What follows belongs to an exercise in optimizing a design on an open flow for small area; a production flow would make more cautious choices. At most, simulation tests tie the RTL to the original design; equivalence was not proved. Only the layout flow was run in run 2; the RTL was not checked for function there.

==> flow/design.v, too long to show whole: its modules and the start of the top module <==
// module mul: 2312 lines
// module bias_add: 320 lines
// module fa: 4 lines
// module ha: 4 lines
// module mac: 6039 lines
// module mac_kern: 37 lines
// module bias_shifter: 41 lines
// module mux3n: 3 lines
// module act_shifter: 15 lines
// module bnorm_quant_act: 55 lines
// module conv_kern: 54 lines
module conv_kern(
    clk,
    rstn,
    is_last_layer,
    scale,
    bias,
    act_shift,
    bias_shift,
    is_conv3x3,
    vld_i,
    win,
    din,
    acc_o,
    vld_o
);
  // ...
==> flow/flow/run.sh <==
#!/bin/bash
# The standard layout (standard.sh), with every port buffered by a
# sky130_fd_sc_hd__buf_2 cell instead of the cell buffer_ports picks itself.
set -uo pipefail
bash standard.sh synth > synth.log 2>&1 || exit 1
BUFFER_PORTS_ARGS="-buffer_cell sky130_fd_sc_hd__buf_2" bash standard.sh finish > finish.log 2>&1
==> flow/standard.sh <==
#!/bin/bash
# synth_recipe.tcl (not shown) runs the flow's synth.tcl, then flattens the netlist and writes it again
# the make line also repeats each setting of config.mk as NAME=value (left out here)
make -C /OpenROAD-flow-scripts/flow DESIGN_CONFIG=/design/flow/config.mk WORK_HOME=/design/flow/orfs CLKGATE_MAP_FILE= SYNTH_SCRIPT=/design/flow/synth_recipe.tcl "${@:-finish}"
==> flow/config.mk <==
export PLATFORM = sky130hd
export DESIGN_NAME = conv_kern
export DESIGN_NICKNAME = conv_kern
export VERILOG_FILES = /design/flow/design.v
export SDC_FILE = /design/flow/constraint.sdc
export NUM_CORES = 4
export LEC_CHECK = 0
export CAP_MARGIN = 20
export CORE_MARGIN = 2
export CORE_UTILIZATION = 60
export GPL_TIMING_DRIVEN = 0
export PLACE_DENSITY = 0.72
export SLEW_MARGIN = 20
export SYNTH_HIERARCHICAL = 1
==> flow/constraint.sdc <==
create_clock -name core_clock -period 8.0 [get_ports {clk}]
set_input_delay 1.6000 -clock core_clock [delete_from_list [all_inputs] [get_ports {clk}]]
set_output_delay 1.6000 -clock core_clock [all_outputs]
set_load 0.01 [all_outputs]
==> impl_metrics.yaml, run 1 <==
run_status:
  status: "timing/DRC/antenna clean"
sta:
  setup_viol: 0
  worst_pin_slew_ns: 1.09
  min_period_ns: 7.69
  finalClockSkew_ns: 0.0141
  finalWorstSetupSlack_ns: 0.311
  fin_hold_ws_ns: 0.346
worst_setup_path:
  timing.rr.end: "u_bnorm_quant_act.mult_r[24]"
  reg2reg_slack_ns: 0.74
  reg2reg_from: "u_mac_kern.u_mac.acc[3]"
  worstPathArrival_ns: 8.09
  critPathBufInv: 3
synthesis:
  ys_warn_count: 10
  synthCells: 4117
grt:
  grt_pass1_wl_um: 248000
cts:
  cts_resized: 3
  worstSkewPairLatency_ns: 0.46
  cts.sinks: 120
placed_design:
  hpwl_um: 145000
routing:
  highest_layer: "met5"
  routed_via_density: 6.68
  first_iter_violations: 5530
  wl_met1_um: 59800
final_layout:
  fillCellCount: 6143
  largest_register: "u_bnorm_quant_act.mult_r"
job:
  max_cap_viol_count: 0
==> inputs of run 2 (changes only) <==
--- a/flow/design.v
+++ b/flow/design.v
@@ -8463,64 +8463,16 @@
 wire ac_103;
 wire ac_104;
 wire ac_105;
 wire ac_106;
 wire ac_107;
 wire ac_108;
 wire ac_109;
 wire ac_110;
-wire ac_111;
-wire ac_112;
-wire ac_113;
-wire ac_114;
-wire ac_115;
-wire ac_116;
-wire ac_117;
-wire ac_118;
-wire ac_119;
-wire ac_120;
-wire ac_121;
-wire ac_122;
-wire ac_123;
-wire ac_124;
-wire ac_125;
-wire ac_126;
-wire ac_127;
-wire ac_128;
-wire ac_129;
-wire ac_130;
-wire ac_131;
-wire ac_132;
-wire ac_133;
-wire ac_134;
-wire ac_135;
-wire ac_136;
-wire ac_137;
-wire ac_138;
-wire ac_139;
-wire ac_140;
-wire ac_141;
-wire ac_142;
-wire ac_143;
-wire ac_144;
-wire ac_145;
-wire ac_146;
-wire ac_147;
-wire ac_148;
-wire ac_149;
-wire ac_150;
-wire ac_151;
-wire ac_152;
-wire ac_153;
-wire ac_154;
-wire ac_155;
-wire ac_156;
-wire ac_157;
-wire ac_158;
 ha u_a_1 (.a(dot0_r[0]), .b(dot1_r[0]), .s(a_1), .co(a_2));
 fa u_a_3 (.a(dot0_r[1]), .b(dot1_r[1]), .c(acc_m[1]), .s(a_3), .co(a_4));
 fa u_a_5 (.a(dot0_r[2]), .b(dot1_r[2]), .c(acc_m[2]), .s(a_5), .co(a_6));
 fa u_a_7 (.a(dot0_r[3]), .b(dot1_r[3]), .c(acc_m[3]), .s(a_7), .co(a_8));
 fa u_a_9 (.a(dot0_r[4]), .b(dot1_r[4]), .c(acc_m[4]), .s(a_9), .co(a_10));
 fa u_a_11 (.a(dot0_r[5]), .b(dot1_r[5]), .c(acc_m[5]), .s(a_11), .co(a_12));
 fa u_a_13 (.a(dot0_r[6]), .b(dot1_r[6]), .c(acc_m[6]), .s(a_13), .co(a_14));
 fa u_a_15 (.a(dot0_r[7]), .b(dot1_r[7]), .c(acc_m[7]), .s(a_15), .co(a_16));
@@ -8537,150 +8489,102 @@
 fa u_a_37 (.a(dot0_r[18]), .b(dot1_r[18]), .c(acc_m[18]), .s(a_37), .co(a_38));
 fa u_a_39 (.a(dot0_r[19]), .b(dot1_r[19]), .c(acc_m[19]), .s(a_39), .co(a_40));
 assign a_41 = ~acc_m[20];
 assign a_43 = ~acc_m[21];
 assign a_45 = ~acc_m[22];
 assign a_47 = ~acc_m[23];
 assign a_49 = ~acc_m[24];
 ha u_ac_1 (.a(acc_m[0]), .b(a_1), .s(ac_1), .co(ac_2));
-ha u_ac_3 (.a(a_2), .b(a_3), .s(ac_3), .co(ac_4));
-ha u_ac_5 (.a(a_4), .b(a_5), .s(ac_5), .co(ac_6));
-ha u_ac_7 (.a(a_6), .b(a_7), .s(ac_7), .co(ac_8));
-ha u_ac_9 (.a(a_8), .b(a_9), .s(ac_9), .co(ac_10));
-ha u_ac_11 (.a(a_10), .b(a_11), .s(ac_11), .co(ac_12));
-ha u_ac_13 (.a(a_12), .b(a_13), .s(ac_13), .co(ac_14));
-ha u_ac_15 (.a(a_14), .b(a_15), .s(ac_15), .co(ac_16));
-ha u_ac_17 (.a(a_16), .b(a_17), .s(ac_17), .co(ac_18));
-ha u_ac_19 (.a(a_18), .b(a_19), .s(ac_19), .co(ac_20));
+fa u_ac_3 (.a(a_2), .b(a_3), .c(ac_2), .s(ac_3), .co(ac_4));
+fa u_ac_5 (.a(a_4), .b(a_5), .c(ac_4), .s(ac_5), .co(ac_6));
+fa u_ac_7 (.a(a_6), .b(a_7), .c(ac_6), .s(ac_7), .co(ac_8));
+fa u_ac_9 (.a(a_8), .b(a_9), .c(ac_8), .s(ac_9), .co(ac_10));
+fa u_ac_11 (.a(a_10), .b(a_11), .c(ac_10), .s(ac_11), .co(ac_12));
+fa u_ac_13 (.a(a_12), .b(a_13), .c(ac_12), .s(ac_13), .co(ac_14));
+fa u_ac_15 (.a(a_14), .b(a_15), .c(ac_14), .s(ac_15), .co(ac_16));
+fa u_ac_17 (.a(a_16), .b(a_17), .c(ac_16), .s(ac_17), .co(ac_18));
+fa u_ac_19 (.a(a_18), .b(a_19), .c(ac_18), .s(ac_19), .co(ac_20));
 ha u_ac_21 (.a(a_20), .b(a_21), .s(ac_21), .co(ac_22));
 ha u_ac_23 (.a(a_22), .b(a_23), .s(ac_23), .co(ac_24));
 ha u_ac_25 (.a(a_24), .b(a_25), .s(ac_25), .co(ac_26));
 ha u_ac_27 (.a(a_26), .b(a_27), .s(ac_27), .co(ac_28));
 ha u_ac_29 (.a(a_28), .b(a_29), .s(ac_29), .co(ac_30));
 ha u_ac_31 (.a(a_30), .b(a_31), .s(ac_31), .co(ac_32));
 ha u_ac_33 (.a(a_32), .b(a_33), .s(ac_33), .co(ac_34));
 ha u_ac_35 (.a(a_34), .b(a_35), .s(ac_35), .co(ac_36));
 ha u_ac_37 (.a(a_36), .b(a_37), .s(ac_37), .co(ac_38));
 ha u_ac_39 (.a(a_38), .b(a_39), .s(ac_39), .co(ac_40));
 ha u_ac_41 (.a(a_41), .b(a_40), .s(ac_41), .co(ac_42));
 ha u_ac_43 (.a(acc_m[20]), .b(a_43), .s(ac_43), .co(ac_44));
 ha u_ac_45 (.a(acc_m[21]), .b(a_45), .s(ac_45), .co(ac_46));
 ha u_ac_47 (.a(acc_m[22]), .b(a_47), .s(ac_47), .co(ac_48));
 ha u_ac_49 (.a(acc_m[23]), .b(a_49), .s(ac_49), .co(ac_50));
-assign ac_51 = ac_4 | (ac_3 & ac_2);
-assign ac_52 = ac_3 & ac_1;
-assign ac_53 = ac_8 | (ac_7 & ac_6);
-assign ac_54 = ac_7 & ac_5;
-assign ac_55 = ac_12 | (ac_11 & ac_10);
-assign ac_56 = ac_11 & ac_9;
-assign ac_57 = ac_16 | (ac_15 & ac_14);
-assign ac_58 = ac_15 & ac_13;
-assign ac_59 = ac_20 | (ac_19 & ac_18);
-assign ac_60 = ac_19 & ac_17;
-assign ac_61 = ac_24 | (ac_23 & ac_22);
-assign ac_62 = ac_23 & ac_21;
-assign ac_63 = ac_28 | (ac_27 & ac_26);
-assign ac_64 = ac_27 & ac_25;
-assign ac_65 = ac_32 | (ac_31 & ac_30);
-assign ac_66 = ac_31 & ac_29;
-assign ac_67 = ac_36 | (ac_35 & ac_34);
-assign ac_68 = ac_35 & ac_33;
-assign ac_69 = ac_40 | (ac_39 & ac_38);
-assign ac_70 = ac_39 & ac_37;
-assign ac_71 = ac_44 | (ac_43 & ac_42);
-assign ac_72 = ac_43 & ac_41;
-assign ac_73 = ac_48 | (ac_47 & ac_46);
-assign ac_74 = ac_47 & ac_45;
-assign ac_75 = ac_53 | (ac_54 & ac_51);
-assign ac_76 = ac_54 & ac_52;
-assign ac_77 = ac_57 | (ac_58 & ac_55);
-assign ac_78 = ac_58 & ac_56;
-assign ac_79 = ac_61 | (ac_62 & ac_59);
-assign ac_80 = ac_62 & ac_60;
-assign ac_81 = ac_65 | (ac_66 & ac_63);
-assign ac_82 = ac_66 & ac_64;
-assign ac_83 = ac_69 | (ac_70 & ac_67);
-assign ac_84 = ac_70 & ac_68;
-assign ac_85 = ac_73 | (ac_74 & ac_71);
-assign ac_86 = ac_74 & ac_72;
-assign ac_87 = ac_77 | (ac_78 & ac_75);
-assign ac_88 = ac_78 & ac_76;
-assign ac_89 = ac_81 | (ac_82 & ac_79);
-assign ac_90 = ac_82 & ac_80;
-assign ac_91 = ac_85 | (ac_86 & ac_83);
-assign ac_92 = ac_86 & ac_84;
-assign ac_93 = ac_89 | (ac_90 & ac_87);
-assign ac_94 = ac_90 & ac_88;
-assign ac_95 = ac_91 | (ac_92 & ac_93);
-assign ac_96 = ac_92 & ac_94;
-assign ac_97 = ac_79 | (ac_80 & ac_87);
-assign ac_98 = ac_80 & ac_88;
-assign ac_99 = ac_83 | (ac_84 & ac_93);
-assign ac_100 = ac_84 & ac_94;
-assign ac_101 = ac_55 | (ac_56 & ac_75);
-assign ac_102 = ac_56 & ac_76;
-assign ac_103 = ac_59 | (ac_60 & ac_87);
-assign ac_104 = ac_60 & ac_88;
-assign ac_105 = ac_63 | (ac_64 & ac_97);
-assign ac_106 = ac_64 & ac_98;
-assign ac_107 = ac_67 | (ac_68 & ac_93);
-assign ac_108 = ac_68 & ac_94;
-assign ac_109 = ac_71 | (ac_72 & ac_99);
-assign ac_110 = ac_72 & ac_100;
-assign ac_111 = ac_6 | (ac_5 & ac_51);
-assign ac_112 = ac_5 & ac_52;
-assign ac_113 = ac_10 | (ac_9 & ac_75);
-assign ac_114 = ac_9 & ac_76;
-assign ac_115 = ac_14 | (ac_13 & ac_101);
-assign ac_116 = ac_13 & ac_102;
-assign ac_117 = ac_18 | (ac_17 & ac_87);
-assign ac_118 = ac_17 & ac_88;
-assign ac_119 = ac_22 | (ac_21 & ac_103);
-assign ac_120 = ac_21 & ac_104;
-assign ac_121 = ac_26 | (ac_25 & ac_97);
-assign ac_122 = ac_25 & ac_98;
-assign ac_123 = ac_30 | (ac_29 & ac_105);
-assign ac_124 = ac_29 & ac_106;
-assign ac_125 = ac_34 | (ac_33 & ac_93);
-assign ac_126 = ac_33 & ac_94;
-assign ac_127 = ac_38 | (ac_37 & ac_107);
-assign ac_128 = ac_37 & ac_108;
-assign ac_129 = ac_42 | (ac_41 & ac_99);
-assign ac_130 = ac_41 & ac_100;
-assign ac_131 = ac_46 | (ac_45 & ac_109);
-assign ac_132 = ac_45 & ac_110;
-assign ac_133 = ac_50 | (ac_49 & ac_95);
-assign ac_134 = ac_49 & ac_96;
-assign ac_135 = ac_3 ^ ac_2;
-assign ac_136 = ac_5 ^ ac_51;
-assign ac_137 = ac_7 ^ ac_111;
-assign ac_138 = ac_9 ^ ac_75;
-assign ac_139 = ac_11 ^ ac_113;
-assign ac_140 = ac_13 ^ ac_101;
-assign ac_141 = ac_15 ^ ac_115;
-assign ac_142 = ac_17 ^ ac_87;
-assign ac_143 = ac_19 ^ ac_117;
-assign ac_144 = ac_21 ^ ac_103;
-assign ac_145 = ac_23 ^ ac_119;
-assign ac_146 = ac_25 ^ ac_97;
-assign ac_147 = ac_27 ^ ac_121;
-assign ac_148 = ac_29 ^ ac_105;
-assign ac_149 = ac_31 ^ ac_123;
-assign ac_150 = ac_33 ^ ac_93;
-assign ac_151 = ac_35 ^ ac_125;
-assign ac_152 = ac_37 ^ ac_107;
-assign ac_153 = ac_39 ^ ac_127;
-assign ac_154 = ac_41 ^ ac_99;
-assign ac_155 = ac_43 ^ ac_129;
-assign ac_156 = ac_45 ^ ac_109;
-assign ac_157 = ac_47 ^ ac_131;
-assign ac_158 = ac_49 ^ ac_95;
+assign ac_51 = ac_22 | (ac_21 & ac_20);
+assign ac_52 = ac_24 | (ac_23 & ac_51);
+assign ac_53 = ac_23 & ac_21;
+assign ac_54 = ac_28 | (ac_27 & ac_26);
+assign ac_55 = ac_27 & ac_25;
+assign ac_56 = ac_32 | (ac_31 & ac_30);
+assign ac_57 = ac_31 & ac_29;
+assign ac_58 = ac_36 | (ac_35 & ac_34);
+assign ac_59 = ac_35 & ac_33;
+assign ac_60 = ac_40 | (ac_39 & ac_38);
+assign ac_61 = ac_39 & ac_37;
+assign ac_62 = ac_44 | (ac_43 & ac_42);
+assign ac_63 = ac_43 & ac_41;
+assign ac_64 = ac_48 | (ac_47 & ac_46);
+assign ac_65 = ac_47 & ac_45;
+assign ac_66 = ac_54 | (ac_55 & ac_52);
+assign ac_67 = ac_55 & ac_53;
+assign ac_68 = ac_58 | (ac_59 & ac_56);
+assign ac_69 = ac_59 & ac_57;
+assign ac_70 = ac_62 | (ac_63 & ac_60);
+assign ac_71 = ac_63 & ac_61;
+assign ac_72 = ac_68 | (ac_69 & ac_66);
+assign ac_73 = ac_69 & ac_67;
+assign ac_74 = ac_70 | (ac_71 & ac_72);
+assign ac_75 = ac_71 & ac_73;
+assign ac_76 = ac_56 | (ac_57 & ac_66);
+assign ac_77 = ac_57 & ac_67;
+assign ac_78 = ac_60 | (ac_61 & ac_72);
+assign ac_79 = ac_61 & ac_73;
+assign ac_80 = ac_64 | (ac_65 & ac_74);
+assign ac_81 = ac_65 & ac_75;
+assign ac_82 = ac_26 | (ac_25 & ac_52);
+assign ac_83 = ac_25 & ac_53;
+assign ac_84 = ac_30 | (ac_29 & ac_66);
+assign ac_85 = ac_29 & ac_67;
+assign ac_86 = ac_34 | (ac_33 & ac_76);
+assign ac_87 = ac_33 & ac_77;
+assign ac_88 = ac_38 | (ac_37 & ac_72);
+assign ac_89 = ac_37 & ac_73;
+assign ac_90 = ac_42 | (ac_41 & ac_78);
+assign ac_91 = ac_41 & ac_79;
+assign ac_92 = ac_46 | (ac_45 & ac_74);
+assign ac_93 = ac_45 & ac_75;
+assign ac_94 = ac_50 | (ac_49 & ac_80);
+assign ac_95 = ac_49 & ac_81;
+assign ac_96 = ac_21 ^ ac_20;
+assign ac_97 = ac_23 ^ ac_51;
+assign ac_98 = ac_25 ^ ac_52;
+assign ac_99 = ac_27 ^ ac_82;
+assign ac_100 = ac_29 ^ ac_66;
+assign ac_101 = ac_31 ^ ac_84;
+assign ac_102 = ac_33 ^ ac_76;
+assign ac_103 = ac_35 ^ ac_86;
+assign ac_104 = ac_37 ^ ac_72;
+assign ac_105 = ac_39 ^ ac_88;
+assign ac_106 = ac_41 ^ ac_78;
+assign ac_107 = ac_43 ^ ac_90;
+assign ac_108 = ac_45 ^ ac_74;
+assign ac_109 = ac_47 ^ ac_92;
+assign ac_110 = ac_49 ^ ac_80;
 always @(posedge clk)
-    acc <= {ac_158, ac_157, ac_156, ac_155, ac_154, ac_153, ac_152, ac_151, ac_150, ac_149, ac_148, ac_147, ac_146, ac_145, ac_144, ac_143, ac_142, ac_141, ac_140, ac_139, ac_138, ac_137, ac_136, ac_135, ac_1};
+    acc <= {ac_110, ac_109, ac_108, ac_107, ac_106, ac_105, ac_104, ac_103, ac_102, ac_101, ac_100, ac_99, ac_98, ac_97, ac_96, ac_19, ac_17, ac_15, ac_13, ac_11, ac_9, ac_7, ac_5, ac_3, ac_1};
 endmodule
 module mac_kern(
     input         clk,
     input         rstn,
     input         is_conv3x3,
     input         vld_i,
     input  [127:0] win,
     input  [127:0] din,
==> flow/flow/run.sh (replaced) <==
#!/bin/bash
# The standard layout (standard.sh) with two changes after synthesis:
# the buffers synthesis put in are removed at floorplan, and every port
# is buffered by a sky130_fd_sc_hd__buf_2 cell.
set -uo pipefail
bash standard.sh synth > synth.log 2>&1 || exit 1
REMOVE_ABC_BUFFERS=1 BUFFER_PORTS_ARGS="-buffer_cell sky130_fd_sc_hd__buf_2" bash standard.sh finish > finish.log 2>&1
==> flow/config.mk (replaced) <==
export PLATFORM = sky130hd
export DESIGN_NAME = conv_kern
export DESIGN_NICKNAME = conv_kern
export VERILOG_FILES = /design/flow/design.v
export SDC_FILE = /design/flow/constraint.sdc
export NUM_CORES = 4
export LEC_CHECK = 0
export CAP_MARGIN = 20
export CORE_MARGIN = 2
export CORE_UTILIZATION = 40
export GPL_TIMING_DRIVEN = 0
export SLEW_MARGIN = 20
export SYNTH_HIERARCHICAL = 1
==> run 2 against run 1 <==
  * Global-route usage is 15 points lower
  * Still clean on timing, DRC and antenna
  * Die area is 49% higher
  * Setup slack better by 0.021 ns
  * Sequential share of layout area hardly changed
  * Register-to-register slack hardly changed
  * Critical path type unchanged
  * Via count is 5.5% lower
  * Non-clock buffer count is 151 lower
  * First-iteration DRC count is 18% lower
==> impl_metrics.yaml, run 2 <==
sta:
  finalClockSkew_ns: 0.0138
  min_period_ns: 7.67
  rsz0062_at_grt: "no"
  worst_pin_slew_ns: 1.04
  fmax_ghz: 0.130
  setup_viol: 0
  hold_violations: 0
  setup_tns_ns: 0
  slew_headroom: 0.309
  post-route-period-util: 0.958
  report.final.slew_viol_count: 0
  finalWorstSetupSlack_ns: 0.332
hold_path:
  hp-class: "reg -> reg"
final_layout:
  stdcell_area_mm2: 0.0484
  final_cell_mix: "fa_1, nand2_1, buf_2"
  area_growth_pct: 6.49
  fin_nets: 6110
  fillCellCount: 10800
  regArea_mm2: 0.00244
  final_common_cell: "fa_1"
  multiInputGateArea_mm2: 0.0412
  drive_gt1_frac: 0.101
  largest_reg_flops: 36
  largest_register: "u_bnorm_quant_act.mult_r"
  top_regs: "u_bnorm_quant_act.mult_r (36), u_mac_kern.u_mac.acc (25)"
worst_setup_path:
  worstPathArrival_ns: 8.06
  cp.required_ns: 8.39
  cp_max_fo: 25
  crit_type: "in -> reg"
  critPathLaunchType: "input port"
  critPathCaptureType: "register"
synthesis:
  synthCells: 4082
  synth_top_area_share: 0.650
  yosysMostFrequentCell: "fa_1"
  ys_ff_latch: 120
  avgSynthCellArea_um2: 11.1
  ys_seq_area_frac: 0.0537
  synth_top_area_cell: "fa_1"
  synth_cell_types: 78
  synth_ff_type: "dfxtp_1"
  synth-edff-count: 0
  synthTopCellsByCount: "fa_1, nand2_1, clkbuf_1"
  ys_warn_count: 10
  postSynth.asyncResetShare: 0.0667
  synth_area_leaders: "fa_1, nand2_1, dfxtp_1"
  netlist_area_mm2: 0.0454
grt:
  grt_max_degree: 36
  antenna_found_initial: 10
  grt-ovfl-total: 0
  track_usage: 0.297
  grt_pass1_vias: 37200
  grt_pass1_wl_um: 248000
cts:
  cts_max_level: 4
  numCtsBuffers: 17
  cts.clk_slew.worst_paths_ns: 0.06
  worstSkewPairLatency_ns: 0.47
  cts_tree: "yes"
  cts_hold_buf: 0
  clock-root-buffer: "clkbuf_16"
  clock_path_buffers: 2
  cts.sinks: 120
routing:
  dr.pass1.iters: 14
  routed_via_density: 5.95
  wl_per_cell_um: 30.0
  via_count: 33800
  antenna_left: 0
  wl_um: 170000
  first_iter_violations: 4559
  drc: 0
placed_design:
  portBuffers: 309
  place_congestion: 1.02
  dp_slack_ns: -0.400
  hpwl_um: 143000
  place_area_mm2: 0.0477
die:
  io_pins: 310
  die-area_mm2: 0.116
  die_w_um: 341
  initial_utilization: 0.403
  rows: 123
  core_mm2: 0.113
  dieHeight_um: 341
job:
  max_cap_viol_count: 0
run_status:
  status: "timing/DRC/antenna clean"
-- run 2: logic make-up after synthesis --
family                     after synthesis  synth area share
adders and majority gates             1654             0.699
and+or+nand+nor                       1607             0.150
buffers and inverters                  418            0.0406
AOI/OAI and AO/OA                      222            0.0413
DFF                                    120            0.0537
xor gates and xnor gates                34           0.00655
muxes                                   27           0.00820
-- run 2: worst paths after layout --
path	start	to	slack [ns]	cells after the start
min in group asynchronous	rstn	u_mac_kern.pix_idx[3]	0.97	1
max in group asynchronous	rstn	u_mac_kern.pix_idx[0]	6.86	1
setup / recovery	scale[2]	u_bnorm_quant_act.mult_r[30]	0.33	23
setup reg to reg	u_mac_kern.u_mac.acc[1]	u_mac_kern.u_mac.acc[23]	0.75	22
hold / removal	u_bnorm_quant_act.vld_r	u_bnorm_quant_act.accum_vld_out	0.36	0
hold reg to reg	u_bnorm_quant_act.vld_r	u_bnorm_quant_act.accum_vld_out	0.36	0
-- run 2: metal layers --
layer  wire (µm)  track usage  vias up
met5          44            0        -
met4       10200        0.146        6
met3       19900       0.0797      436
met2       76200        0.454     2481
met1       63800        0.394    18000
li1            -            -    12800
-- run 2: layout make-up --
type / instances / share of cell area
Multi-Input combinational cell: 3544 / 0.852
Inverter: 155 / 0.0120
Clock inverter: 14 / 0.00341
Clock buffer: 18 / 0.00908
Antenna cell: 10 / 0.000517
Sequential cell: 120 / 0.0505
Timing Repair Buffer: 317 / 0.0340
Tap cell: 1500 / 0.0388
-- run 2: worst max-delay path, cell delays in order --
cell and delay [ns]:
buf_2 0.08, and2_4 0.40, nand2_1 0.15, fa_1 0.58, fa_1 0.44, fa_1 0.45
fa_1 0.40, fa_1 0.40, fa_1 0.40, fa_1 0.39, ha_1 0.20, or2_2 0.30
ha_1 0.19, o211ai_1 0.30, a211oi_2 0.15, nor3_4 0.28, o31ai_4 0.11, a41oi_1 0.40
inv_1 0.13, a31o_1 0.25, ha_1 0.17, nor2_1 0.11, xnor2_1 0.12
-- run 2: metrics by stage --
step	std cells	util	hold WS (ns)
2_1_floorplan	3819	-	0.331
3_3_place_gp	5628	0.423	0.337
3_5_place_dp	5634	0.424	0.343
4_1_cts	5666	0.429	0.348
5_1_grt	5674	0.429	0.366
6_report	5678	0.430	0.355
-- run 2: what timing repair did --
action	in CTS	in global routing
buffers inserted	0	2
setup endpoints to repair	0	14
endpoints found under the hold margin	0	0
gates resized for setup	0	4
-- run 2: modules after synthesis, one instance, submodules excluded, a selection --
module           cell area (µm²)  cells inside  copies in the design
mac                         6890          1371                     1
bnorm_quant_act             1100            68                     1
bias_add                     913           126                     1
act_shifter                  529            56                     1
mac_kern                     335            31                     1
fa                          20.0             1                  1475
ha                          12.5             1                   116
mux3n                       10.0             1                    91
==> module act_shifter, before the edit <==
module act_shifter(
    input  [26:0] d_in,
    input  [2:0]  n_shift,
    input         is_last_layer,
    output [7:0]  d_out
);
wire [10:0] s1 = n_shift[2] ? d_in[14:4] : d_in[10:0];
wire [8:0]  s2 = n_shift[1] ? s1[10:2]  : s1[8:0];
wire [7:0]  v  = n_shift[0] ? s2[8:1]   : s2[7:0];
wire [6:0] mask = 7'b1111111 << n_shift;
wire       over = (|d_in[25:15]) | (|(d_in[14:8] & mask));
wire neg  = ~is_last_layer & d_in[26];
wire clip = ~is_last_layer & over;
assign d_out = (v | {8{clip}}) & ~{8{neg}};
endmodule
==> inputs of run 3 (changes only) <==
--- a/flow/design.v
+++ b/flow/design.v
@@ -8668,14 +8668,29 @@
     input         is_last_layer,
     output [7:0]  d_out
 );
-wire [10:0] s1 = n_shift[2] ? d_in[14:4] : d_in[10:0];
-wire [8:0]  s2 = n_shift[1] ? s1[10:2]  : s1[8:0];
-wire [7:0]  v  = n_shift[0] ? s2[8:1]   : s2[7:0];
+wire [10:0] s1n;
+wire [8:0]  s2;
+wire [7:0]  vn;
+genvar i;
+generate
+    for (i = 0; i < 11; i = i + 1) begin : g_s1
+        mux2n u_mux (.a(d_in[i]), .b(d_in[i + 4]), .s(n_shift[2]), .y(s1n[i]));
+    end
+    for (i = 0; i < 9; i = i + 1) begin : g_s2
+        mux2n u_mux (.a(s1n[i]), .b(s1n[i + 2]), .s(n_shift[1]), .y(s2[i]));
+    end
+    for (i = 0; i < 8; i = i + 1) begin : g_s3
+        mux2n u_mux (.a(s2[i]), .b(s2[i + 1]), .s(n_shift[0]), .y(vn[i]));
+    end
+endgenerate
 wire [6:0] mask = 7'b1111111 << n_shift;
 wire       over = (|d_in[25:15]) | (|(d_in[14:8] & mask));
 wire neg  = ~is_last_layer & d_in[26];
 wire clip = ~is_last_layer & over;
-assign d_out = (v | {8{clip}}) & ~{8{neg}};
+assign d_out = ~((vn & {8{~clip}}) | {8{neg}});
+endmodule
+module mux2n (input a, input b, input s, output y);
+assign y = ~(s ? b : a);
 endmodule
 module bnorm_quant_act(
     input            clk,
==> run 3 against run 2 <==
  * Still clean on timing, DRC and antenna
  * Critical path depth is the same
  * Clock skew about the same
  * Via count is 0.14% lower
  * First-iteration DRC count fell by 4.2%
  * Critical path type unchanged
  * Critical endpoint unchanged
==> impl_metrics.yaml, run 3 <==
run_status:
  status: "timing/DRC/antenna clean"
grt:
  track_usage: 0.294
  antenna_found_initial: 12
  grt_pass1_wl_um: 246000
  grt_util_met3: 0.0755
  grt_max_degree: 38
  met1_usage: 0.389
  met2_usage: 0.454
  grt-ovfl-total: 0
  grt_pass1_vias: 37200
  busiest_layer: "met2"
sta:
  setup_viol: 0
  min_period_ns: 7.73
  fmax_ghz: 0.129
  worst_pin_slew_ns: 1.03
  rsz0062_at_grt: "no"
  report.final.slew_viol_count: 0
  finalWorstSetupSlack_ns: 0.272
  hold_violations: 0
  finalClockSkew_ns: 0.0138
  post-route-period-util: 0.966
  setup_tns_ns: 0
  slew_headroom: 0.310
  fin_hold_ws_ns: 0.353
synthesis:
  synth_top_area_cell: "fa_1"
  synthTopCellsByCount: "fa_1, nand2_1, clkbuf_1"
  synth_top_area_share: 0.651
  ys_warn_count: 10
  synth_cell_types: 73
  postSynth.asyncResetShare: 0.0667
  synth_area_leaders: "fa_1, nand2_1, dfxtp_1"
  ys_seq_area_frac: 0.0538
  synthCells: 4079
  ys_ff_latch: 120
  synth-edff-count: 0
  yosysMostFrequentCell: "fa_1"
  synth_ff_type: "dfxtp_1"
  avgSynthCellArea_um2: 11.1
  netlist_area_mm2: 0.0454
final_layout:
  drive_gt1_frac: 0.0981
  largest_reg_flops: 36
  final_cell_mix: "fa_1, nand2_1, buf_2"
  largest_register: "u_bnorm_quant_act.mult_r"
  top_regs: "u_bnorm_quant_act.mult_r (36), u_mac_kern.u_mac.acc (25)"
  final_common_cell: "fa_1"
  fin_nets: 6110
  stdcell_area_mm2: 0.0483
  final_cells: 5679
  area_growth_pct: 6.48
worst_setup_path:
  cpPeakStageDelay_ns: 0.58
  crit_top_cell: "fa_1"
  cp_max_fo: 25
  worstPathArrival_ns: 8.12
  critPathBufInv: 2
  crit_type: "in -> reg"
  cp.required_ns: 8.39
  critPathTopFamily: "adder cells"
  reg2reg_slack_ns: 0.69
  critPathLaunchType: "input port"
  crit_slowest_cell: "and2_2"
  crit_path_cell_trace: "buf_2, and2_2, nand2_1, fa_1, fa_1, fa_1, fa_1, fa_1, fa_1, fa_1, ha_1, or2_2, ha_1, o211ai_1, a211oi_2, nor3_4, o31ai_4, a41oi_1, inv_1, a31o_1, ha_1, nor2_1, xnor2_1"
  critPathCaptureType: "register"
die:
  initial_utilization: 0.403
  rows: 123
  io_pins: 310
  dieHeight_um: 341
  die-area_mm2: 0.116
  core_mm2: 0.112
  die_w_um: 341
routing:
  drc: 0
  wl_per_cell_um: 29.7
  via_count: 33700
  antenna_left: 0
  wl_um: 169000
  first_iter_violations: 4369
  dr.pass1.iters: 14
  routed_via_density: 5.94
cts:
  cts_max_level: 4
  postCtsSetupBuffers: 0
  numCtsBuffers: 17
  clock-root-buffer: "clkbuf_16"
  cts_tree: "yes"
  worstSkewPairLatency_ns: 0.47
  cts.clk_slew.worst_paths_ns: 0.07
  cts.sinks: 120
  clock_path_buffers: 2
hold_path:
  hp-class: "reg -> reg"
placed_design:
  hpwl_um: 142000
  dp_slack_ns: -0.371
  place_area_mm2: 0.0476
  portBuffers: 309
  place_congestion: 1.05
  dp.cells: 5635
job:
  max_cap_viol_count: 0
## run 3: cell count changes in the layout (fill, tap and decap cells not counted), moves of 3 or more
cell | before | now
inv_8 | 2 | 5
a21oi_1 | 24 | 30
o21ai_1 | 13 | 4
mux4_2 | 8 | 0
mux2i_1 | 17 | 31
clkinv_4 | 6 | 2
## run 3: cell type report
class | count | area [µm²]
multi-input combinational | 3547 | 41200
timing repair buffer | 315 | 1610
sequential | 120 | 2440
inverter | 154 | 578
fill | 10800 | 64200
clock inverter | 15 | 159
clock buffer | 17 | 425
antenna | 11 | 27.5
tap | 1500 | 1880
## run 3: kinds of logic (layout without fill, tap and decap cells)
| group | count (synthesis) | in the layout | synth area share |
|---|---|---|---|
| DFF | 120 | 120 | 0.0538 |
| AOI/OAI and AO/OA | 217 | 218 | 0.0410 |
| xor gates and xnor gates | 33 | 33 | 0.00637 |
| buffers and inverters | 413 | 501 | 0.0400 |
| and+or+nand+nor | 1609 | 1609 | 0.151 |
| other | 0 | 11 | 0 |
| adders and majority gates | 1654 | 1654 | 0.700 |
| muxes | 33 | 33 | 0.00742 |
## run 3: modules after synthesis, one instance, submodules excluded, excerpt
| module | flops+latches | cells | copies in the design | cell area [µm²] |
|---|---|---|---|---|
| mux3n | 0 | 1 | 91 | 10.0 |
| ha | 0 | 1 | 116 | 12.5 |
| mac | 65 | 1371 | 1 | 6890 |
| mul | 0 | 664 | 1 | 3260 |
| bias_shifter | 0 | 82 | 1 | 507 |
| mux2n | 0 | 1 | 28 | 10.0 |
| fa | 0 | 1 | 1475 | 20.0 |
| bnorm_quant_act | 47 | 68 | 1 | 1100 |
## run 3: per-layer routing
metal / vias up / share of wire
li1: 12800 / -
met1: 18100 / 0.38
met2: 2366 / 0.45
met3: 435 / 0.11
met4: 8 / 0.059
met5: - / 0.00030
## run 3: timing repair
item | in CTS | in global routing
resized for setup | 0 | 5
setup endpoints to repair | 0 | 11
hold buffers | 0 | 0
endpoints found under the hold margin | 0 | 0
## run 3: per-stage QoR
step	util
floorplan	-
global placement	0.423
detailed placement	0.424
CTS	0.429
global route	0.429
finish	0.429
## run 3: path summary, 6_finish.rpt
check                                        start  depth (start not counted)                               to
min                        u_bnorm_quant_act.vld_r                          0  u_bnorm_quant_act.accum_vld_out
max                                       scale[0]                         23     u_bnorm_quant_act.mult_r[30]
min reg2reg                u_bnorm_quant_act.vld_r                          0  u_bnorm_quant_act.accum_vld_out
min in group asynchronous                     rstn                          1                 u_mac_kern.vld_o
max reg2reg                u_mac_kern.u_mac.acc[1]                         22         u_mac_kern.u_mac.acc[23]
max in group asynchronous                     rstn                          1            u_mac_kern.pix_idx[3]
==> inputs of run 4 (changes only) <==
==> flow/flow/run.sh (replaced) <==
#!/bin/bash
# The standard layout (standard.sh) with two changes after synthesis:
# the buffers synthesis put in are removed at floorplan, and every port
# is buffered by a sky130_fd_sc_hd__buf_1 cell.
set -uo pipefail
bash standard.sh synth > synth.log 2>&1 || exit 1
REMOVE_ABC_BUFFERS=1 BUFFER_PORTS_ARGS="-buffer_cell sky130_fd_sc_hd__buf_1" bash standard.sh finish > finish.log 2>&1
==> run 4 against run 3 <==
  * Still clean on timing, DRC and antenna
  * Sequential share of layout area barely moved
  * Clock skew up 0.0017 ns
  * Setup slack gained 0.062 ns
  * Fmax is 0.81% higher
==> impl_metrics.yaml, run 4 <==
worst_setup_path:
  critPathLaunchType: "input port"
  worstPathArrival_ns: 8.01
  cp-startpoint: "din[27]"
  rr_worst_depth: 22
  reg2reg_from: "u_mac_kern.u_mac.acc[1]"
  cp.required_ns: 8.34
  critPathCaptureType: "register"
  crit_type: "in -> reg"
  cp_max_fo: 9
sta:
  slew_headroom: 0.118
  finalClockSkew_ns: 0.0154
  fmax_ghz: 0.130
  setup_viol: 0
  worst_pin_slew_ns: 1.32
  hold_violations: 0
  finalWorstSetupSlack_ns: 0.335
  rsz0062_at_grt: "no"
  post-route-period-util: 0.958
  min_period_ns: 7.67
  fin_hold_ws_ns: 0.340
  report.final.slew_viol_count: 0
cts:
  worstSkewPairLatency_ns: 0.48
  cts.clk_slew.worst_paths_ns: 0.07
  clock_path_buffers: 2
  cts_tree: "yes"
  clock-root-buffer: "clkbuf_16"
  cts_max_level: 4
  numCtsBuffers: 17
  cts_hold_buf: 0
  cts.sinks: 120
die:
  initial_utilization: 0.403
  die-area_mm2: 0.116
  dieHeight_um: 341
  rows: 123
  die_w_um: 341
  io_pins: 310
  core_mm2: 0.112
synthesis:
  ys_ff_latch: 120
  synth_cell_types: 73
  postSynth.asyncResetShare: 0.0667
  netlist_area_mm2: 0.0454
  synth_area_leaders: "fa_1, nand2_1, dfxtp_1"
  synth_ff_type: "dfxtp_1"
  synth_top_area_share: 0.651
  avgSynthCellArea_um2: 11.1
  synth_top_area_cell: "fa_1"
  synth-edff-count: 0
  ys_warn_count: 10
  ys_seq_area_frac: 0.0538
  synthCells: 4079
  synthTopCellsByCount: "fa_1, nand2_1, clkbuf_1"
  yosysMostFrequentCell: "fa_1"
routing:
  dr.pass1.iters: 9
  wl_per_cell_um: 30.2
  first_iter_violations: 4252
  drc: 0
  antenna_left: 0
  wl_um: 172000
  routed_via_density: 5.98
  via_count: 34000
placed_design:
  place_area_mm2: 0.0473
  portBuffers: 309
  dp_slack_ns: -0.664
  hpwl_um: 143000
  place_congestion: 1.06
run_status:
  status: "timing/DRC/antenna clean"
final_layout:
  drive_gt1_frac: 0.0259
  stdcell_area_mm2: 0.0479
  final_common_cell: "fa_1"
  top_regs: "u_bnorm_quant_act.mult_r (36), u_mac_kern.u_mac.acc (25)"
  area_growth_pct: 5.69
  final_cell_mix: "fa_1, nand2_1, buf_1"
  largest_reg_flops: 36
  largest_register: "u_bnorm_quant_act.mult_r"
  fin_nets: 6112
hold_path:
  min_from: "u_bnorm_quant_act.vld_r"
  hold_depth: 0
  hp-class: "reg -> reg"
grt:
  grt_max_degree: 38
  grt_pass1_wl_um: 248000
  antenna_found_initial: 13
  track_usage: 0.298
  grt_pass1_vias: 37400
  grt-ovfl-total: 0
job:
  max_cap_viol_count: 0
-- run 4: cell types whose count changed in the layout (fill, tap and decap cells not counted), moves of 2 or more --
cell	previous run	this run
clkbuf_2	0	3
clkinv_8	0	2
clkinv_4	2	5
diode_2	11	13
buf_1	0	304
buf_2	309	2
-- run 4: modules after synthesis, one instance, submodules excluded, a selection --
| module | copies in the design | cell area (µm²) | cells inside |
|---|---|---|---|
| mac_kern | 1 | 335 | 31 |
| mac | 1 | 6890 | 1371 |
| bnorm_quant_act | 1 | 1100 | 68 |
| mux3n | 91 | 10.0 | 1 |
| bias_shifter | 1 | 507 | 82 |
| fa | 1475 | 20.0 | 1 |
| ha | 116 | 12.5 | 1 |
| mul | 1 | 3260 | 664 |
| act_shifter | 1 | 185 | 27 |
| mux2n | 28 | 10.0 | 1 |
| bias_add | 1 | 913 | 126 |
-- run 4: what timing repair did --
action                     4_1_cts  5_1_grt
gates resized for setup          1        8
pin swaps                        0        3
cloned                           0        2
buffers inserted                 0        1
setup endpoints to repair        8       10
-- run 4: worst max-delay path, stage by stage --
cell	delay (ns)
buf_1	0.71
nand2_1	0.19
fa_1	0.51
fa_1	0.46
fa_1	0.55
fa_1	0.55
fa_1	0.61
fa_1	0.48
fa_1	0.57
fa_1	0.44
fa_1	0.39
fa_1	0.51
fa_1	0.43
-- run 4: cells by family (layout without fill, tap and decap cells) --
kind of cell | count (synthesis) | after routing | synth area share
simple gates | 1609 | 1610 | 0.151
compound gates | 217 | 218 | 0.0410
mux | 33 | 33 | 0.00742
flops | 120 | 120 | 0.0538
buf+inv | 413 | 502 | 0.0400
other cells | 0 | 13 | 0
xor+xnor | 33 | 33 | 0.00637
fa+ha+maj | 1654 | 1654 | 0.700
-- run 4: final cells by class --
class / instances / area (µm²)
antenna: 13 / 32.5
multi-input combinational: 3548 / 41200
fill: 10700 / 64600
sequential: 120 / 2440
inverter: 154 / 578
tap: 1500 / 1880
timing repair buffer: 316 / 1240
clock inverter: 15 / 155
clock buffer: 17 / 425
-- run 4: final timing paths --
path	slack [ns]	to
hold reg to reg	0.34	u_bnorm_quant_act.accum_vld_out
hold / removal	0.34	u_bnorm_quant_act.accum_vld_out
max in group asynchronous	6.66	u_mac_kern.pix_idx[3]
setup / recovery	0.33	u_mac_kern.u_mac.dot1_r[11]
setup reg to reg	0.75	u_mac_kern.u_mac.acc[23]
min in group asynchronous	1.02	u_mac_kern.vld_r
-- run 4: metal layers --
metal  wire length [µm]  track usage  part of all wire  up-vias
met2              77100        0.455              0.45     2529
li1                   -            -                 -    12800
met1              64900        0.396              0.38    18200
met3              19600       0.0769              0.11      444
met4               9880        0.145             0.058        2
met5                 18            0           0.00010        -
-- run 4: stage by stage --
step           setup TNS, ns  cells  utilization
3_3_place_gp          -14.02   5629        0.419
6_report                   0   5683        0.426
4_1_cts                    0   5667        0.425
2_1_floorplan              0   3820            -
5_1_grt                    0   5679        0.426
3_5_place_dp           -6.25   5635        0.420
==> inputs of run 5 (changes only) <==
--- a/flow/config.mk
+++ b/flow/config.mk
@@ -7,7 +7,8 @@
 export LEC_CHECK = 0
 export CAP_MARGIN = 20
 export CORE_MARGIN = 2
-export CORE_UTILIZATION = 40
+export CORE_UTILIZATION = 55
 export GPL_TIMING_DRIVEN = 0
+export PLACE_DENSITY = 0.68
 export SLEW_MARGIN = 20
 export SYNTH_HIERARCHICAL = 1
==> run 5 against run 4 <==
  * Critical path depth unchanged
  * Final area decreased by 1.1%
  * Cell count down 7.7%
  * Via count increased by 0.70%
  * Critical endpoint unchanged
  * Critical path type unchanged
  * Setup slack lost 0.098 ns
  * Sequential cell count unchanged
  * Fmax down 1.3%
  * Still clean on timing, DRC and antenna
  * Global-route usage up 9.6 points
  * Utilization up 15 points
  * Wire length shrank 5.4%
==> impl_metrics.yaml, run 5 <==
synthesis:
  ys_seq_area_frac: 0.0538
  synth-edff-count: 0
  yosysMostFrequentCell: "fa_1"
  synth_cell_types: 73
  synth_ff_type: "dfxtp_1"
  synth_top_area_share: 0.651
  synthTopCellsByCount: "fa_1, nand2_1, clkbuf_1"
  ys_warn_count: 10
  synth_area_leaders: "fa_1, nand2_1, dfxtp_1"
  ys_ff_latch: 120
  postSynth.asyncResetShare: 0.0667
  synth_top_area_cell: "fa_1"
  netlist_area_mm2: 0.0454
  avgSynthCellArea_um2: 11.1
  synthCells: 4079
placed_design:
  portBuffers: 309
  dp.cells: 5206
  place_congestion: 1.13
  hpwl_um: 134000
cts:
  cts_tree: "yes"
  clock-root-buffer: "clkbuf_16"
  postCtsSetupBuffers: 0
  numCtsBuffers: 17
  cts.clk_slew.worst_paths_ns: 0.07
  cts_max_level: 4
  cts.sinks: 120
  cts_hold_buf: 0
  clock_path_buffers: 2
  worstSkewPairLatency_ns: 0.46
routing:
  dr.pass1.iters: 12
  wl_per_cell_um: 30.9
  first_iter_violations: 4786
  routed_via_density: 6.52
  antenna_left: 0
  wl_um: 162000
  drc: 0
  via_count: 34200
grt:
  grt-ovfl-total: 0
  grt_max_degree: 38
  grt_pass1_wl_um: 239000
  track_usage: 0.394
  antenna_found_initial: 7
  grt_pass1_vias: 37000
worst_setup_path:
  cp_max_fo: 9
  endpoint: "u_mac_kern.u_mac.dot1_r[11]"
  critPathCaptureType: "register"
  cp-startpoint: "din[61]"
  cp.required_ns: 8.33
  crit_type: "in -> reg"
  critPathLaunchType: "input port"
  reg2reg_slack_ns: 0.73
  reg2reg_from: "u_mac_kern.u_mac.acc[1]"
  worstPathArrival_ns: 8.10
  timing.rr.end: "u_mac_kern.u_mac.acc[23]"
  rr_worst_depth: 22
final_layout:
  fillCellCount: 6949
  top_regs: "u_bnorm_quant_act.mult_r (36), u_mac_kern.u_mac.acc (25)"
  drive_gt1_frac: 0.0240
  fin_nets: 6110
  area_growth_pct: 4.55
  final_cell_mix: "fa_1, nand2_1, buf_1"
  final_util: 0.579
  largest_reg_flops: 36
  final_common_cell: "fa_1"
  final_cells: 5245
  largest_register: "u_bnorm_quant_act.mult_r"
hold_path:
  hp-class: "reg -> reg"
  min_from: "u_bnorm_quant_act.vld_r"
sta:
  hold_violations: 0
  fmax_ghz: 0.129
  fin_hold_ws_ns: 0.346
  report.final.slew_viol_count: 0
  finalClockSkew_ns: 0.0165
  rsz0062_at_grt: "no"
  setup_viol: 0
  post-route-period-util: 0.970
  slew_headroom: 0.183
  min_period_ns: 7.76
  worst_pin_slew_ns: 1.23
die:
  io_pins: 310
  initial_utilization: 0.554
  die_w_um: 291
  rows: 105
  core_mm2: 0.0818
  die-area_mm2: 0.0848
  dieHeight_um: 291
job:
  max_cap_viol_count: 0
run_status:
  status: "timing/DRC/antenna clean"
## run 5: cell counts after synthesis
No cell type changed its count.
## run 5: worst min path at each step
stage,endpoint,slack [ns],depth (start not counted)
floorplan,u_bnorm_quant_act.accum_vld_out,0.33,0
global placement,u_bnorm_quant_act.vld_r,0.33,0
detailed placement,u_bnorm_quant_act.accum_vld_out,0.34,0
CTS,u_bnorm_quant_act.accum_vld_out,0.35,0
global route,u_bnorm_quant_act.accum_vld_out,0.36,0
finish,u_bnorm_quant_act.accum_vld_out,0.35,0
## run 5: layer usage
layer,wire (µm),track usage
met1,58100,0.524
met2,69200,0.561
met3,24500,0.160
met4,10600,0.198
met5,9,0
## run 5: what timing repair did
action / in CTS / in global routing
resized for setup: 1 / 6
pin swaps: 0 / 0
hold endpoints to repair: 0 / 0
endpoints found under the setup margin: 1 / 10
gates cloned: 0 / 0
## run 5: per-stage QoR
step           area (µm²)  TNS (ns)  setup slack, ns
2_1_floorplan       44100         0            0.312
3_3_place_gp        46600    -12.00            -1.45
3_5_place_dp        46700     -4.43           -0.474
4_1_cts             47400         0            0.244
5_1_grt             47400         0           0.0146
6_report            47400         0            0.237
## run 5: critical path: stages
cell	delay, ns
buf_1	0.86
nand2_1	0.22
fa_1	0.50
fa_1	0.41
fa_1	0.57
fa_1	0.45
fa_1	0.62
fa_1	0.49
fa_1	0.59
fa_1	0.44
fa_1	0.40
fa_1	0.51
fa_1	0.41
## run 5: per-module statistics from Yosys, one instance, submodules excluded, excerpt
module           area, µm²  cells inside
bias_shifter           507            82
mac_kern               335            31
mac                   6890          1371
mul                   3260           664
mux2n                 10.0             1
mux3n                 10.0             1
act_shifter            185            27
bnorm_quant_act       1100            68
fa                    20.0             1
bias_add               913           126
ha                    12.5             1
## run 5: logic make-up after synthesis
family                     Yosys count  synth area share
xor gates and xnor gates            33           0.00637
muxes                               33           0.00742
buffers and inverters              413            0.0400
DFF                                120            0.0538
adders and majority gates         1654             0.700
AOI/OAI and AO/OA                  217            0.0410
and+or+nand+nor                   1609             0.151
## run 5: cell type report
type / instances / area [µm²] / area share
multi-input cells: 3546 / 41200 / 0.868
flip-flops and latches: 120 / 2440 / 0.0515
well taps: 1070 / 1340 / 0.0282
repair buffers: 316 / 1260 / 0.0265
inverters: 154 / 578 / 0.0122
clock buffers: 17 / 425 / 0.00897
clock inverters: 15 / 204 / 0.00430
diodes: 7 / 17.5 / 0.000369

-- afterwards: timing with drivers on the ports --
No port has a modelled driver above. Below, the same layouts with a new extraction and two added sets of constraints.
Step 1, drivers: a clkbuf_16 drives clk and a buf_2 each remaining input, both assumed.
Step 2 moves the port delays by t, midway between the first and last clock arrival at a register: inputs arrive t later, outputs are due t later. That takes back most of the time a late clock gives input paths.
Slacks: ideal ports / drivers / drivers and shift; pairs: ideal ports / drivers.
run | t (ns) | setup slack, ns | worst hold slack (ns) | worst setup path at the end | cell pins on the clock port's net
run 1 | 0.515 | 0.311 / 0.344 / -0.171 | 0.346 / 0.346 / 0.346 | input to register | 1
run 2 | 0.519 | 0.332 / 0.365 / -0.154 | 0.355 / 0.355 / 0.355 | input to register | 1
run 3 | 0.521 | 0.272 / 0.307 / -0.214 | 0.353 / 0.353 / 0.353 | input to register | 1
run 4 | 0.530 | 0.335 / 0.364 / -0.166 | 0.340 / 0.340 / 0.340 | input to register | 1
run 5 | 0.507 | 0.237 / 0.264 / -0.243 | 0.346 / 0.346 / 0.346 | input to register | 1
With both steps, setup timing fails in every run listed, where it was met with ideal ports. The setup slack of run 4, which loses most, moves by +0.029 ns with the drivers and by -0.501 ns with both steps.
